Source: an optimization exercise on an open RTL-to-GDS flow (aim: small area and a short achievable clock period). Production flows keep margins and buffers that such runs may drop. For this run, only the layout was checked, not whether the RTL still works. No activity file was given, so power comes from the tool's default toggle rates.

===== run.sh =====
#!/bin/bash
# synth_recipe.tcl (not shown) runs the flow's synth.tcl, then flattens the netlist and writes it again
# the make line also repeats each setting of config.mk as NAME=value (left out here)
make -C /OpenROAD-flow-scripts/flow DESIGN_CONFIG=/design/flow/config.mk WORK_HOME=/design/flow/orfs CLKGATE_MAP_FILE= SYNTH_SCRIPT=/design/flow/synth_recipe.tcl finish

===== config.mk =====
export PLATFORM = sky130hd
export DESIGN_NAME = Pipelined
export DESIGN_NICKNAME = Pipelined
export VERILOG_FILES = /design/flow/design.v
export SDC_FILE = /design/flow/constraint.sdc
export NUM_CORES = 4
export LEC_CHECK = 0
export CAP_MARGIN = 20
export CORE_MARGIN = 2
export CORE_UTILIZATION = 30
export PLACE_DENSITY = 0.4
export SLEW_MARGIN = 20

===== constraint.sdc =====
create_clock -name core_clock -period 9.0 [get_ports {SwitchClk_10}]
set_input_delay 1.8000 -clock core_clock [delete_from_list [all_inputs] [get_ports {SwitchClk_10}]]
set_output_delay 1.8000 -clock core_clock [all_outputs]
set_load 0.01 [all_outputs]

===== design.v =====
`timescale 1ns / 1ps
module Pipelined(s0, s1, s2, s3, s4, s5, s6, s7, t0, t1, t2, t3, t4, t5, t6, t7, t8, t9, CurrentPC, Instruction, SwitchClk_10, reset);
	input SwitchClk_10, reset;
	input [31:0] Instruction;
	output [31:0] s0, s1, s2, s3, s4, s5, s6, s7, t0, t1, t2, t3, t4, t5, t6, t7, t8, t9;
	output [31:0] CurrentPC;
	wire [31:0] ShowNum, PCAddFour, ReadData1, ReadData2, Immediate_32, s0, s1, s2, s3, s4, s5, s6, s7, t0, t1, t2, t3, t4, t5, t6, t7, t8, t9, WriteData;
	wire [31:0] BranchAddr, ALUResult, ReadData2toEXMEM, MemData;
	wire [27:0] JumpAddr_28; 
	wire PCWrite, BranchMuxSignal, RegWrite, MemtoReg, Branch, BranchN, MemWrite, MemRead, Jump, RegDst, ALUSrc;
	wire IFIDWrite, IDEXFlush1, Zero, IFIDFlush, IDEXFlush2, EXMEMFlush; 
	wire [1:0] ALUOp; 
	wire [4:0] RegDstAddr;
	reg [31:0] IFID_PC, IFID_Instruction, IDEX_JumpAddr, IDEX_PC, IDEX_ReadData1, IDEX_ReadData2, IDEX_Immediate_32;
	reg [31:0] EXMEM_JumpAddr, EXMEM_BranchAddr, EXMEM_ALUResult, EXMEM_ReadData2, MEMWB_MemData, MEMWB_ALUData;
	reg [1:0] IDEX_WB, EXMEM_WB, MEMWB_WB;
	reg [4:0] IDEX_MEM, IDEX_Rt, IDEX_Rd, IDEX_Rs, EXMEM_MEM, EXMEM_RegDst, MEMWB_RegDst;
	reg [3:0] IDEX_EX;
	reg EXMEM_Zero;
	reg [31:0] CurrentPC;
	always @(PCAddFour)
		CurrentPC=PCAddFour-4;
	IFStage M_IF(PCAddFour, PCWrite, EXMEM_MEM[0], EXMEM_JumpAddr, BranchMuxSignal, EXMEM_BranchAddr, SwitchClk_10, reset);
	IDStage M_ID(JumpAddr_28, RegWrite, MemtoReg, Branch, BranchN, MemWrite, MemRead, Jump, RegDst, ALUSrc, ALUOp, ReadData1, ReadData2, Immediate_32, PCWrite, IFIDWrite, IDEXFlush1, s0, s1, s2, s3, s4, s5, s6, s7, t0, t1, t2, t3, t4, t5, t6, t7, t8, t9, IFID_Instruction, MEMWB_RegDst, WriteData, MEMWB_WB[1], IDEX_Rt, IDEX_MEM[1], SwitchClk_10, reset);
	EXStage M_EX(BranchAddr, Zero, ALUResult, ReadData2toEXMEM, RegDstAddr, IDEX_PC, IDEX_ReadData1, IDEX_ReadData2, IDEX_Immediate_32, IDEX_Rt, IDEX_Rd, IDEX_Rs, WriteData, EXMEM_ALUResult, EXMEM_RegDst, EXMEM_WB[1], MEMWB_RegDst, MEMWB_WB[1], IDEX_EX);
	MEMStage M_MEM(IFIDFlush, IDEXFlush2, EXMEMFlush, MemData, BranchMuxSignal, EXMEM_MEM, EXMEM_Zero, EXMEM_ALUResult, EXMEM_ReadData2, WriteData, EXMEM_RegDst, MEMWB_WB[0], MEMWB_RegDst, SwitchClk_10, reset);
	WBStage M_WB(WriteData, MEMWB_MemData, MEMWB_ALUData, MEMWB_WB[0]);
	always @(posedge SwitchClk_10, posedge reset) begin
		if (reset==1) begin
			IFID_PC<=0;
			IFID_Instruction<=0;
		end
		else if (IFIDFlush==1) begin
			IFID_PC<=0;
			IFID_Instruction<=0;
		end
		else if (IFIDWrite==0) begin
			IFID_PC<=IFID_PC;
			IFID_Instruction<=IFID_Instruction;
		end
		else begin
			IFID_PC<=PCAddFour;
			IFID_Instruction<=Instruction;
		end
	end
	always @(posedge SwitchClk_10, posedge reset) begin
		if (reset==1) begin
			IDEX_JumpAddr<=0; 
			IDEX_PC<=0;
			IDEX_ReadData1<=0;
			IDEX_ReadData2<=0;
			IDEX_Immediate_32<=0;
			IDEX_WB<=0;
			IDEX_MEM<=0; 
			IDEX_Rt<=0; 
			IDEX_Rd<=0; 
			IDEX_Rs<=0;
			IDEX_EX<=0;
		end
		else if (IDEXFlush1==1) begin
			IDEX_JumpAddr<=0; 
			IDEX_PC<=0;
			IDEX_ReadData1<=0;
			IDEX_ReadData2<=0;
			IDEX_Immediate_32<=0;
			IDEX_WB<=0;
			IDEX_MEM<=0; 
			IDEX_Rt<=0; 
			IDEX_Rd<=0; 
			IDEX_Rs<=0;
			IDEX_EX<=0;
		end
		else if (IDEXFlush2==1) begin
			IDEX_JumpAddr<=0; 
			IDEX_PC<=0;
			IDEX_ReadData1<=0;
			IDEX_ReadData2<=0;
			IDEX_Immediate_32<=0;
			IDEX_WB<=0;
			IDEX_MEM<=0; 
			IDEX_Rt<=0; 
			IDEX_Rd<=0; 
			IDEX_Rs<=0;
			IDEX_EX<=0;
		end
		else begin
			IDEX_JumpAddr<={IFID_PC[31:20], JumpAddr_28}; 
			IDEX_PC<=IFID_PC;
			IDEX_ReadData1<=ReadData1;
			IDEX_ReadData2<=ReadData2;
			IDEX_Immediate_32<=Immediate_32;
			IDEX_WB<={RegWrite, MemtoReg};
			IDEX_MEM<={Branch, BranchN, MemWrite, MemRead, Jump}; 
			IDEX_Rt<=IFID_Instruction[20:16]; 
			IDEX_Rd<=IFID_Instruction[15:11]; 
			IDEX_Rs<=IFID_Instruction[25:21];
			IDEX_EX<={RegDst, ALUSrc, ALUOp};
		end
	end
	always @(posedge SwitchClk_10, posedge reset) begin
		if (reset==1) begin
			EXMEM_JumpAddr<=0; 
			EXMEM_BranchAddr<=0; 
			EXMEM_ALUResult<=0; 
			EXMEM_ReadData2<=0;
			EXMEM_WB<=0;
			EXMEM_MEM<=0; 
			EXMEM_RegDst<=0;
			EXMEM_Zero<=0;
		end
		else if (EXMEMFlush==1) begin
			EXMEM_JumpAddr<=0; 
			EXMEM_BranchAddr<=0; 
			EXMEM_ALUResult<=0; 
			EXMEM_ReadData2<=0;
			EXMEM_WB<=0;
			EXMEM_MEM<=0; 
			EXMEM_RegDst<=0;
			EXMEM_Zero<=0;
		end
		else begin
			EXMEM_JumpAddr<=IDEX_JumpAddr;
			EXMEM_BranchAddr<=BranchAddr; 
			EXMEM_ALUResult<=ALUResult;
			EXMEM_ReadData2<=ReadData2toEXMEM;
			EXMEM_WB<=IDEX_WB;
			EXMEM_MEM<=IDEX_MEM; 
			EXMEM_RegDst<=RegDstAddr;
			EXMEM_Zero<=Zero; 
		end
	end
	always @(posedge SwitchClk_10, posedge reset) begin
		if (reset==1) begin
			MEMWB_MemData<=0;
			MEMWB_ALUData<=0;
			MEMWB_WB<=0;
			MEMWB_RegDst<=0;
		end
		else begin
			MEMWB_MemData<=MemData;
			MEMWB_ALUData<=EXMEM_ALUResult;
			MEMWB_WB<=EXMEM_WB;
			MEMWB_RegDst<=EXMEM_RegDst;
		end
	end
endmodule
module IFStage(PCAddFour, PCWrite, Jump, JumpAddress, Branch, BranchAddress, clock, reset);
	input PCWrite, Jump, Branch, clock, reset;
	input [31:0] JumpAddress, BranchAddress;
	output [31:0] PCAddFour;
	wire [31:0] PCAddFour, PCIn, BranchOut;
	reg [31:0] PCOut; 
	always @(posedge clock, posedge reset) begin
		if(reset==1) PCOut<=0;
		else if(PCWrite==0 && Jump==0 && Branch==0) PCOut<=PCOut;
		else PCOut<=PCIn;
	end
	AddFour M_AddFour(PCAddFour, PCOut);
	Mux_32bit_2to1 M_Mux_Branch(BranchOut, PCAddFour, BranchAddress, Branch);
	Mux_32bit_2to1 M_Mux_Jump(PCIn, BranchOut, JumpAddress, Jump);
endmodule
module IDStage(JumpAddr_28, RegWrite, MemtoReg, Branch, BranchN, MemWrite, MemRead, Jump, RegDst, ALUSrc, ALUOp, ReadData1, ReadData2, Immediate_32, PCWrite, IFID_Write, IDEX_Flush1, s0, s1, s2, s3, s4, s5, s6, s7, t0, t1, t2, t3, t4, t5, t6, t7, t8, t9, Instruction, WriteReg, WriteData, MEMWB_RegWrite, IDEX_Rt, IDEX_MemRead, clock, reset);
	input MEMWB_RegWrite, IDEX_MemRead, clock, reset;
	input [31:0] Instruction, WriteData;
	input [4:0] IDEX_Rt, WriteReg;
	output [27:0] JumpAddr_28;
	output RegWrite, MemtoReg, Branch, BranchN, MemWrite, MemRead, Jump, RegDst, ALUSrc, PCWrite, IFID_Write, IDEX_Flush1;
	output [1:0] ALUOp;
	output [31:0] ReadData1, ReadData2, Immediate_32,s0, s1, s2, s3, s4, s5, s6, s7, t0, t1, t2, t3, t4, t5, t6, t7, t8, t9;
	wire [27:0] JumpAddr_28;
	wire RegWrite, MemtoReg, Branch, BranchN, MemWrite, MemRead, Jump, RegDst, ALUSrc, PCWrite, IFID_Write, IDEX_Flush1, Andi;
	wire [1:0] ALUOp;
	wire [31:0] ReadData1, ReadData2, Immediate_32, s0, s1, s2, s3, s4, s5, s6, s7, t0, t1, t2, t3, t4, t5, t6, t7, t8, t9, Immediate_Zero, Immediate_Sign;
	RegisterFile M_RegFile(ReadData1,ReadData2,s0, s1, s2, s3, s4, s5, s6, s7, t0, t1, t2, t3, t4, t5, t6, t7, t8, t9,Instruction[25:21],Instruction[20:16],WriteReg,WriteData,MEMWB_RegWrite,clock, reset);
	Control M_Control(RegDst, Jump, Branch, BranchN, MemRead, MemtoReg, ALUOp, MemWrite, ALUSrc, RegWrite, Andi, Instruction[31:26]);
	ZeroExtend M_ZeroExtend(Immediate_Zero, Instruction[15:0]);
	SignExtend M_SignExtend(Immediate_Sign, Instruction[15:0]);
	Mux_32bit_2to1 M_Mux_Addi(Immediate_32, Immediate_Sign, Immediate_Zero, Andi);
	ShiftLeftTwo_26to28 M_Shift_Jump(JumpAddr_28, Instruction[25:0]);
	LoadUseHazardDetectionUnit M_LoadUse(PCWrite, IFID_Write, IDEX_Flush1, Instruction[31:26], Instruction[25:21], Instruction[20:16], IDEX_MemRead, IDEX_Rt);
endmodule
module EXStage(BranchAddr, Zero, ALUResult, ReadData2, RegDst, IDEX_PC, IDEX_ReadData1, IDEX_ReadData2, IDEX_Immediate_32, IDEX_Rt, IDEX_Rd, IDEX_Rs, WriteData, EXMEM_ALUResult, EXMEM_RegDst, EXMEM_RegWrite, MEMWB_RegDst, MEMWB_RegWrite, IDEX_EX);
	input [31:0] IDEX_PC, IDEX_ReadData1, IDEX_ReadData2, IDEX_Immediate_32, WriteData, EXMEM_ALUResult;
	input [4:0] IDEX_Rt, IDEX_Rd, IDEX_Rs, EXMEM_RegDst, MEMWB_RegDst;
	input [3:0] IDEX_EX;
	input EXMEM_RegWrite, MEMWB_RegWrite;
	output [31:0] BranchAddr, ALUResult, ReadData2;
	output Zero;
	output [4:0] RegDst;
	wire [31:0] BranchAddr, ALUResult, ReadData2, BranchOffset, ALUInput1, ALUInput2;
	wire Zero;
	wire [4:0] RegDst;
	wire [1:0] ForwardA, ForwardB;
	wire [3:0] ALUControlSignal;
	Mux_5bit_2to1 M_Mux_RegDst(RegDst, IDEX_Rt, IDEX_Rd, IDEX_EX[3]);
	ForwardingUnit M_Forward(ForwardA, ForwardB, IDEX_Rs, IDEX_Rt, EXMEM_RegDst, EXMEM_RegWrite, MEMWB_RegDst, MEMWB_RegWrite);
	Alucontrol M_Alucontrol(ALUControlSignal,IDEX_EX[1:0],IDEX_Immediate_32[5:0]);
	ShiftLeftTwo_32to32 M_Shift_Immediate(BranchOffset, IDEX_Immediate_32);
	Adder_32bit M_Adder(BranchAddr, IDEX_PC, BranchOffset);
	Mux_32bit_3to1 M_Mux_ForwardA(ALUInput1, IDEX_ReadData1, WriteData, EXMEM_ALUResult, ForwardA);
	Mux_32bit_3to1 M_Mux_ForwardB(ReadData2, IDEX_ReadData2, WriteData, EXMEM_ALUResult, ForwardB);
	Mux_32bit_2to1 M_Mux_ALUSrc(ALUInput2, IDEX_Immediate_32, ReadData2, IDEX_EX[2]);
	ALU M_ALU(ALUResult,Zero,ALUControlSignal,ALUInput1,ALUInput2);
endmodule
module MEMStage(IFIDFlush, IDEXFlush2, EXMEMFlush, MemData, BranchMuxSignal, EXMEM_MEM, EXMEM_Zero, EXMEM_ALUResult, EXMEM_ReadData2, WriteData, EXMEM_RegDst, MEMWB_MemtoReg, MEMWB_RegDst, clock, reset);
	input [4:0] EXMEM_MEM;
	input EXMEM_Zero, MEMWB_MemtoReg, clock, reset;
	input [31:0] EXMEM_ALUResult, EXMEM_ReadData2, WriteData;
	input [4:0] EXMEM_RegDst, MEMWB_RegDst;
	output IFIDFlush, IDEXFlush2, EXMEMFlush, BranchMuxSignal;
	output [31:0] MemData;
	wire IFIDFlush, IDEXFlush2, EXMEMFlush, ForwardC;
	wire [31:0] MemData, MemWriteData;
	BrenchDetection M_BranchDetection(BranchMuxSignal, EXMEM_MEM[4], EXMEM_MEM[3], EXMEM_Zero);
	ControlHazardDetectionUnit M_ControlHazard(IFIDFlush, IDEXFlush2, EXMEMFlush, BranchMuxSignal, EXMEM_MEM[0]);
	LoadStoreHazardDetectionUnit M_LoadStore(ForwardC, EXMEM_MEM[2], EXMEM_RegDst, MEMWB_MemtoReg, MEMWB_RegDst);
	Mux_32bit_2to1 M_Mux_WriteData(MemWriteData, EXMEM_ReadData2, WriteData, ForwardC);
	DataMemory M_Dmemory(MemData, EXMEM_ALUResult, MemWriteData, EXMEM_MEM[2], EXMEM_MEM[1], clock, reset);
endmodule
module WBStage(WriteData, MEMWB_MemData, MEMWB_ALUData, MEMWB_MemtoReg);
	input [31:0] MEMWB_MemData, MEMWB_ALUData;
	input MEMWB_MemtoReg;
	output [31:0] WriteData;
	wire [31:0] WriteData;
	Mux_32bit_2to1 M_Mux_WriteData(WriteData, MEMWB_ALUData, MEMWB_MemData, MEMWB_MemtoReg);
endmodule
module RegisterFile(rddata1,rddata2,s0, s1, s2, s3, s4, s5, s6, s7, t0, t1, t2, t3, t4, t5, t6, t7, t8, t9, rdreg1,rdreg2,wrtreg,wrtdata,RegWrite,clock,reset);
	input [4:0] rdreg1,rdreg2,wrtreg;
	input [31:0] wrtdata;
	input RegWrite, clock, reset;
	output [31:0] rddata1,rddata2;
	output [31:0] s0, s1, s2, s3, s4, s5, s6, s7, t0, t1, t2, t3, t4, t5, t6, t7, t8, t9;
	wire [31:0] RegFile [31:0];
	assign RegFile[0] = 0;
	genvar g;
	generate
		for (g=1; g<32; g=g+1) begin : regs
			reg [31:0] r;
			always @(negedge clock, posedge reset) begin
				if (reset==1) r <= 0;
				else if (RegWrite && wrtreg==g) r <= wrtdata;
			end
			assign RegFile[g] = r;
		end
	endgenerate
	assign rddata1 = RegFile[rdreg1];
	assign rddata2 = RegFile[rdreg2];
	assign s0=RegFile[16];
	assign s1=RegFile[17];
	assign s2=RegFile[18];
	assign s3=RegFile[19];
	assign s4=RegFile[20];
	assign s5=RegFile[21];
	assign s6=RegFile[22];
	assign s7=RegFile[23];
	assign t0=RegFile[8];
	assign t1=RegFile[9];
	assign t2=RegFile[10];
	assign t3=RegFile[11];
	assign t4=RegFile[12];
	assign t5=RegFile[13];
	assign t6=RegFile[14];
	assign t7=RegFile[15];
	assign t8=RegFile[24];
	assign t9=RegFile[25];
endmodule
module ShiftLeftTwo_26to28(Q, I);
	input [25:0] I;
	output [27:0] Q;
	reg [27:0] Q;
	always @ (I)
	begin
		Q[27:2] = I[25:0];
		Q[1:0] = 2'b00;
	end
endmodule
module ShiftLeftTwo_32to32(Q, I);
	input [31:0] I;
	output [31:0] Q;
	reg [31:0] Q;
	always @ (I)
	begin
		Q[31:2] = I[29:0];
		Q[1:0] = 'b0;
	end
endmodule
module ALU(Alurlt,zero,Aluctrl,I1,I2);
	input [31:0] I1,I2;
	input [3:0] Aluctrl;
	output [31:0] Alurlt;
	output zero;
	reg [31:0] Alurlt;
	reg zero;
	always @ (I1 or I2 or Aluctrl)
	begin
		if(Aluctrl==4'b0010) Alurlt = I1 + I2;
		else if(Aluctrl==4'b0110) Alurlt=I1-I2;
		else if(Aluctrl==4'b0000) Alurlt = I1 & I2; 
		else if(Aluctrl==4'b0001) Alurlt = I1 | I2; 
		else begin
			if(I1<I2) Alurlt=1;
			else Alurlt=0;
		end
		if (I1==I2) zero=1;
		else zero=0;
	end
endmodule
module Alucontrol(Aluctrl,Aluop,funct);
	input [5:0] funct;
	input [1:0] Aluop;
	output [3:0] Aluctrl;
	reg [3:0] Aluctrl;
	always @ (Aluop or funct)
	begin
		Aluctrl=4'b0111;
		if(Aluop==2'b00) Aluctrl=4'b0010;
		else if(Aluop==2'b01) Aluctrl=4'b0110;
		else if(Aluop==2'b11) Aluctrl=4'b0000;
		else if(Aluop==2'b10 && funct==6'b100000) Aluctrl=4'b0010;
		else if(Aluop==2'b10 && funct==6'b100010) Aluctrl=4'b0110;
		else if(Aluop==2'b10 && funct==6'b100100) Aluctrl=4'b0000;
		else if(Aluop==2'b10 && funct==6'b100101) Aluctrl=4'b0001;
		else if(Aluop==2'b10 && funct==6'b101010) Aluctrl=4'b0111;
	end
endmodule
module ZeroExtend(Q, I);
	input [15:0] I;
	output [31:0] Q;
	reg [31:0] Q;
	always @ (I)
	begin
		Q[15:0] = I[15:0];
		Q[31:16] = 16'b0;
	end
endmodule
module SignExtend(Q, I);
	input [15:0] I;
	output [31:0] Q;
	reg [31:0] Q;
	always @ (I)
	begin
		Q[15:0] = I[15:0];
		Q[31:16] = {16{I[15]}};
	end
endmodule
module AddFour(Q, I);
	input [31:0] I;
	output [31:0] Q;
	reg [31:0] Q;
	always @ (I) begin
		Q=I+4;
	end
endmodule
module Adder_32bit(Q, I1, I2);
	input [31:0] I1;
	input [31:0] I2;
	output [31:0] Q;
	reg [31:0] Q;
	always @(I1, I2) begin
		Q=I1+I2;
	end
endmodule
module Mux_32bit_2to1(Q, I1, I2, s);
	input [31:0] I1;
	input [31:0] I2;
	input s;
	output [31:0] Q;
	reg [31:0] Q;
	always @(I1, I2, s) begin
		if (s==0) Q=I1;
		else Q=I2;
	end
endmodule
module Mux_32bit_3to1(Q, I0, I1, I2, s);
	input [31:0] I0, I1, I2;
	input [1:0] s;
	output [31:0] Q;
	reg [31:0] Q; 
	always @(I0, I1, I2, s) begin
		if (s==0) Q=I0;
		else if (s==1) Q=I1;
		else Q=I2;
	end
endmodule
module Mux_5bit_2to1(Q, I1, I2, s);
	input [4:0] I1;
	input [4:0] I2;
	input s;
	output [4:0] Q;
	reg [4:0] Q;
	always @(I1, I2, s) begin
		if (s==0) Q=I1;
		else Q=I2;
	end
endmodule
module Control(RegDst, Jump, Branch, BranchN, MemRead, MemtoReg, ALUOp, MemWrite, ALUSrc, RegWrite, Andi, I);
	input [5:0] I;
	output RegDst, Jump, Branch, BranchN, MemRead, MemtoReg, MemWrite, ALUSrc, RegWrite, Andi;
	output [1:0] ALUOp;
	reg RegDst, Jump, Branch, BranchN, MemRead, MemtoReg, MemWrite, ALUSrc, RegWrite, Andi;
	reg [1:0] ALUOp;
	always @(I) begin
		if (I==0) RegDst=1;
		else RegDst=0;
		if (I==2) Jump=1;
		else Jump=0;
		if (I==4) Branch=1;
		else Branch=0;
		if (I==5) BranchN=1;
		else BranchN=0;
		if (I==6'h23) MemRead=1;
		else MemRead=0;
		if (I==6'h23) MemtoReg=1;
		else MemtoReg=0;
		if (I==6'h23 || I==6'h2b || I==8) ALUOp=0;
		else if (I==4 || I==5) ALUOp=1;
		else if (I==6'h0c) ALUOp=3;
		else ALUOp=2;
		if (I==6'h2b) MemWrite=1;
		else MemWrite=0;
		if (I==0 || I==4 || I==5) ALUSrc=1;
		else ALUSrc=0;
		if (I==4 || I==5 || I==2 || I==6'h2b) RegWrite=0;
		else RegWrite=1;
		if (I==6'h0c) Andi=1;
		else Andi=0;
	end
endmodule
module DataMemory(ReadData, Address, WriteData, MemWrite, MemRead, clock, reset);
	input [31:0] Address, WriteData;
	input MemWrite, MemRead, clock, reset;
	output [31:0] ReadData;
	wire [31:0] Dmemory [31:0];
	genvar g;
	generate
		for (g=0; g<32; g=g+1) begin : words
			reg [31:0] m;
			always @(negedge clock, posedge reset) begin
				if (reset) m <= 0;
				else if (MemWrite && Address[6:2]==g) m <= WriteData;
			end
			assign Dmemory[g] = m;
		end
	endgenerate
	assign ReadData = Dmemory[Address[6:2]];
endmodule
module BrenchDetection(BranchMuxSignal, Branch, BranchN, Zero);
	input Branch, BranchN, Zero;
	output BranchMuxSignal;
	reg BranchMuxSignal;
	always @(Branch, BranchN, Zero) begin
		if (Branch && Zero || BranchN && ~Zero) BranchMuxSignal=1;
		else BranchMuxSignal=0;
	end
endmodule
module ForwardingUnit(ForwardA, ForwardB, IDEX_Rs, IDEX_Rt, EXMEM_RegDst, EXMEM_RegWrite, MEMWB_RegDst, MEMWB_RegWrite);
	input [4:0] IDEX_Rs, IDEX_Rt, EXMEM_RegDst, MEMWB_RegDst;
	input EXMEM_RegWrite, MEMWB_RegWrite;
	output [1:0] ForwardA, ForwardB;
	reg [1:0] ForwardA, ForwardB;
	always @(IDEX_Rs, IDEX_Rt, EXMEM_RegDst, EXMEM_RegWrite, MEMWB_RegDst, MEMWB_RegWrite) begin
		if (EXMEM_RegWrite==1 && EXMEM_RegDst!=0 && (EXMEM_RegDst==IDEX_Rs)) ForwardA=2'b10;
		else if (MEMWB_RegWrite==1 && MEMWB_RegDst!=0 && (MEMWB_RegDst==IDEX_Rs)) ForwardA=2'b01;
		else ForwardA=2'b00;
		if (EXMEM_RegWrite==1 && EXMEM_RegDst!=0 && (EXMEM_RegDst==IDEX_Rt)) ForwardB=2'b10;
		else if (MEMWB_RegWrite==1 && MEMWB_RegDst!=0 && (MEMWB_RegDst==IDEX_Rt)) ForwardB=2'b01;
		else ForwardB=2'b00;
	end
endmodule
module LoadUseHazardDetectionUnit(PCWrite, IFID_Write, IDEX_Flush1, IFID_Opcode, IFID_Rs, IFID_Rt, IDEX_MemRead, IDEX_Rt);
	input [5:0] IFID_Opcode;
	input [4:0] IFID_Rs, IFID_Rt, IDEX_Rt;
	input IDEX_MemRead;
	output PCWrite, IFID_Write, IDEX_Flush1;
	reg PCWrite, IFID_Write, IDEX_Flush1;
	always @(IFID_Opcode, IFID_Rs, IFID_Rt, IDEX_MemRead, IDEX_Rt) begin
		if ((IFID_Opcode!=2 && IDEX_MemRead==1 && IFID_Rs==IDEX_Rt) || ((IFID_Opcode==0 || IFID_Opcode==4 || IFID_Opcode==5) && IDEX_MemRead==1 && IFID_Rt==IDEX_Rt)) begin
			PCWrite=0; IFID_Write=0; IDEX_Flush1=1;
		end
		else begin
			PCWrite=1; IFID_Write=1; IDEX_Flush1=0; 
		end
	end
endmodule
module ControlHazardDetectionUnit(IFIDFlush, IDEXFlush2, EXMEMFlush, Branch, Jump);
	input Branch, Jump;
	output IFIDFlush, IDEXFlush2, EXMEMFlush;
	reg IFIDFlush, IDEXFlush2, EXMEMFlush;
	always @(Branch, Jump) begin
		if (Branch==1 || Jump==1) begin
			IFIDFlush=1;
			IDEXFlush2=1;
			EXMEMFlush=1;
		end
		else begin
			IFIDFlush=0;
			IDEXFlush2=0;
			EXMEMFlush=0;
		end
	end
endmodule
module LoadStoreHazardDetectionUnit(ForwardC, EXMEM_MemWrite, EXMEM_RegDst, MEMWB_MemtoReg, MEMWB_RegDst);
	input EXMEM_MemWrite, MEMWB_MemtoReg;
	input [4:0] EXMEM_RegDst, MEMWB_RegDst;
	output ForwardC;
	reg ForwardC;
	always @(EXMEM_MemWrite, EXMEM_RegDst, MEMWB_MemtoReg, MEMWB_RegDst) begin
		if(EXMEM_MemWrite==1 && MEMWB_MemtoReg==1 && MEMWB_RegDst!=0 && EXMEM_RegDst==MEMWB_RegDst) ForwardC=1;
		else ForwardC=0;
	end
endmodule

==> reports/qor.txt <==
number of flops mapped to enable cells by yosys = 0
effective utilization at floorplan = 30.1%
instance count of the mapped netlist = 11,700
unrepaired setup endpoints after global routing = no
Buffers & Inverters on Critical Path = 1
Yosys warning count = 21
die boundary width = 612 microns
hold_sp = EXMEM_MEM[1]
proportion of synthesized flip-flops having asynchronous set or reset = 100%
clock root buffer master = sky130_fd_sc_hd__clkbuf_16
dpl cells = 16,600
final net count = 12,100
cells along the critical path = clkdlybuf4s50_1
slowest cell on the critical path = sky130_fd_sc_hd__clkdlybuf4s50_1
overall power consumption = 42.0 mW
global routing met1 resource utilization = 42.0%
Worst Setup Path Type = flop to output port
endpoints failing setup = 0
biggest area contributors in the synthesized netlist = sky130_fd_sc_hd__dfrtn_1 (45%), sky130_fd_sc_hd__dfrtp_1 (9.9%), sky130_fd_sc_hd__o21ai_0 (7.3%)
compound-cell area share of the yosys netlist = 24.7%
main combinational cell family by area after synthesis = compound AO/OA/AOI/OAI gates
sequential area share after synthesis = 55.3%
fraction of layout cells with a size suffix above 1 = 9.53%
area of the multi-input gates = 0.0468 sq mm
DP Wirelength = 388,000 microns
clock insertion delay at the later pin of the skew report = 0.94 ns
end point of the most critical hold path = MEMWB_WB[0]
peak-usage layer in the global routing report = met2
first-pass GRT wire length = 852,000 microns
total global routing overflow = 0
number of antenna violations at the first check in global routing = 35
Area growth syn-to-layout = 22.0%
endpoint of the lowest-slack register-to-register path = M_ID.M_RegFile.regs[1].r[3]
Final Slew Violations = 0
final-layout fill cell count = 36,800
Via-to-Cell Ratio = 5.99
FF-to-FF path depth = 6
Hold Path Stages = 0
measured slew at the worst slew-check pin = 1.32 ns
total negative slack = 0 ns
overall fraction of global-route tracks in use = 32.4%
max incr delay on CP = 0.95 ns
XOR/XNOR share of the synthesized area = 1.03%
final wirelength = 621,000 microns
CTS Sinks = 2,454
via total after detailed routing = 103,000
endpoint kind of the worst setup timing path = output port
y dimension of the die = 612 microns
CTS resizes = 0
delay-heaviest family, CP = buffers and inverters
final weighted congestion in routability-driven placement = 0.945
number of synthesized register bits = 2,454
number of rows in the core area = 223
Pleak = 56.7 nW
total core area = 0.369 sq mm
startpoint of the worst-slack reg-to-reg timing path = MEMWB_RegDst[1]
class of the tightest hold or removal check = flop to flop
number of design rule violations left after detail routing = 0
maximum fanout along the worst path = 4
proportion of netlist area held by the largest area contributor = 45.5%
clock slew at reported path FFs = 0.05 ns
number of buffers inserted during clock tree synthesis = 299
final worst clock skew = 0.100 ns
status = no timing/DRC/antenna violations
met2 demand-to-capacity share in global routing = 51.3%
number of max-capacitance violations reported = 0
Post-CTS Setup Inserts = 0
adder-cell area share of the yosys netlist = 1.47%
area share of and/or/nand/nor cells after synthesis = 13.0%
biggest area consumer among synthesized cells = sky130_fd_sc_hd__dfrtn_1
first-pass detailed-route iteration total = 9
remaining antenna violation count after routing = 0
power density normalized to cell area = 310 mW/mm^2
worst vdd rail ir drop = 0.187 mV
Req. time, crit path = 7.20 ns
pin count of the biggest net entering global routing = 124
initial DRC count = 13,200
r2r setup slk = 1.16 ns
GR Layer Usage met3 = 8.02%
final core utilization = 36.7%
sequential cell area = 0.0614 sq mm
type of origin of the critical path = flop
Netlist Area Pre-Place = 0.111 sq mm
share of synthesized area spent on multiplexers = 0.398%
data arrival time at the worst-slack endpoint = 6.80 ns
distinct cell type count after synthesis = 82
number of hold buffers added after CTS = 0
syn_area_per_cell = 9.50 sq um
number of standard cells in the final layout excluding fillers = 17,200
total die area = 0.375 sq mm
CTS tree = done
Synth Flop Type = sky130_fd_sc_hd__dfrtn_1
number of buffers on the longest clock path = 4
final hold violation count = 0
CTS H-Tree Depth = 5
slew margin rel. = 11.4%
Syn Nets = 11,800
average routed wire per standard cell = 36.1 microns
# IOs = 642
number of global-route vias before repair = 99,500
input/output buffers = 641
==> placed cells by master (no fill, tap or decap), types with 435 or more instances in the layout <==
cell / n
sky130_fd_sc_hd__a221oi_1: 493
sky130_fd_sc_hd__o21ai_0: 1629
sky130_fd_sc_hd__dfrtn_1: 2016
sky130_fd_sc_hd__a22o_1: 508
sky130_fd_sc_hd__a22oi_1: 444
sky130_fd_sc_hd__nand2_1: 1638
sky130_fd_sc_hd__nor2_1: 981
sky130_fd_sc_hd__clkdlybuf4s50_1: 641
sky130_fd_sc_hd__a21oi_1: 825
sky130_fd_sc_hd__dfrtp_1: 435
==> layout make-up <==
cell class	count	share of cell area [%]
Antenna cell	22	0.0406
Inverter	125	0.349
Timing Repair Buffer	1061	7.80
Multi-Input combinational cell	8037	34.5
Clock buffer	434	6.51
Sequential cell	2454	45.3
Clock inverter	104	0.860
Tap cell	4950	4.57
==> metal layers <==
| layer | wire length (microns) | up-vias |
|---|---|---|
| met5 | 115 | - |
| met4 | 32500 | 18 |
| met3 | 54400 | 1827 |
| met2 | 281000 | 6073 |
| met1 | 253000 | 52400 |
| li1 | - | 42700 |
==> synth_stat cells, types with 6 or more instances <==
cell,instances
sky130_fd_sc_hd__nand3b_1,12
sky130_fd_sc_hd__o21bai_1,18
sky130_fd_sc_hd__nand2b_1,21
sky130_fd_sc_hd__buf_1,49
sky130_fd_sc_hd__o221ai_1,11
sky130_fd_sc_hd__and2_1,107
sky130_fd_sc_hd__or3_1,13
sky130_fd_sc_hd__o21a_1,14
sky130_fd_sc_hd__xnor2_1,72
sky130_fd_sc_hd__or2_2,6
sky130_fd_sc_hd__nand2_1,1683
sky130_fd_sc_hd__inv_1,122
sky130_fd_sc_hd__mux2i_1,43
sky130_fd_sc_hd__o21ai_0,1630
sky130_fd_sc_hd__a21o_1,34
sky130_fd_sc_hd__nand3_1,213
sky130_fd_sc_hd__nand4_1,144
sky130_fd_sc_hd__nor4_1,30
sky130_fd_sc_hd__dfrtn_1,2016
sky130_fd_sc_hd__a221o_1,13
sky130_fd_sc_hd__clkbuf_1,988
sky130_fd_sc_hd__a21oi_1,860
sky130_fd_sc_hd__o22ai_1,13
sky130_fd_sc_hd__xor2_1,58
sky130_fd_sc_hd__nor2b_1,11
sky130_fd_sc_hd__o32a_1,32
sky130_fd_sc_hd__a22oi_1,444
sky130_fd_sc_hd__o211ai_1,16
sky130_fd_sc_hd__dfrtp_1,438
sky130_fd_sc_hd__a221oi_1,493
sky130_fd_sc_hd__or3b_2,6
sky130_fd_sc_hd__nor3b_1,6
sky130_fd_sc_hd__a211oi_1,41
sky130_fd_sc_hd__ha_1,126
sky130_fd_sc_hd__o41ai_1,7
sky130_fd_sc_hd__a31oi_1,8
sky130_fd_sc_hd__a22o_1,508
sky130_fd_sc_hd__buf_2,21
sky130_fd_sc_hd__nor3_1,92
sky130_fd_sc_hd__a222oi_1,76
sky130_fd_sc_hd__o31ai_1,14
sky130_fd_sc_hd__and3_1,8
sky130_fd_sc_hd__nor2_1,1092
==> worst register-to-register path: stages (launching register included) <==
cell	delay, ns
sky130_fd_sc_hd__dfrtp_1	0.51
sky130_fd_sc_hd__nand2b_1	0.27
sky130_fd_sc_hd__nor3b_1	0.79
sky130_fd_sc_hd__nand2_2	0.83
sky130_fd_sc_hd__buf_4	0.54
sky130_fd_sc_hd__nand2_1	0.11
sky130_fd_sc_hd__o21ai_0	0.08
==> cell families after synthesis <==
family | after synthesis
compound gates | 4270
simple gates | 3464
flops | 2454
buf+inv | 1188
xor+xnor | 130
fa+ha+maj | 129
mux | 44
==> registers in the layout, indices dropped and copies added (netlist names), 5 cells and up <==
| register | flops |
|---|---|
| IDEX_MEM | 5 |
| EXMEM_ReadData2 | 32 |
| EXMEM_BranchAddr | 32 |
| MEMWB_MemData | 32 |
| IFID_PC | 32 |
| M_IF.PCOut | 32 |
| IDEX_ReadData1 | 32 |
| IFID_Instruction | 32 |
| EXMEM_MEM | 5 |
| EXMEM_JumpAddr | 30 |
| EXMEM_RegDst | 5 |
| MEMWB_RegDst | 5 |
| M_ID.M_RegFile.regs.r | 992 |
| MEMWB_ALUData | 32 |
| IDEX_Immediate_32 | 13 |
| IDEX_ReadData2 | 32 |
| EXMEM_ALUResult | 32 |
| M_MEM.M_Dmemory.words.m | 1024 |
| IDEX_PC | 32 |
==> metrics by stage <==
step	worst slack, ns	cell area (sq um)	hold slack [ns]
final	0.402	135000	0.355
after CTS	0.408	135000	0.361
after floorplan	-30.59	111000	0.331
after global routing	0.310	135000	0.375
after global placement	0.646	125000	0.339
after detailed placement	0.624	125000	0.348
==> how the worst max path moves through the flow <==
stage               cells after the start  slack [ns]                          start                         endpoint
detailed placement                      4        0.62                          reset  M_MEM.M_Dmemory.words[12].m[29]
finish                                  1        0.40  M_ID.M_RegFile.regs[16].r[22]                           s0[22]
CTS                                     1        0.41   M_ID.M_RegFile.regs[8].r[28]                           t0[28]
global route                            1        0.31  M_ID.M_RegFile.regs[17].r[22]                           s1[22]
floorplan                               1      -30.59                          reset     M_ID.M_RegFile.regs[10].r[0]
global placement                        4        0.65                          reset  M_MEM.M_Dmemory.words[13].m[29]
==> power breakdown <==
part           switching [mW]  leakage [nW]  internal, mW
Sequential               3.95          32.2          13.8
Combinational            7.18          19.6          4.56
Clock                    5.23          4.92          7.35
Total                    16.4          56.7          25.7
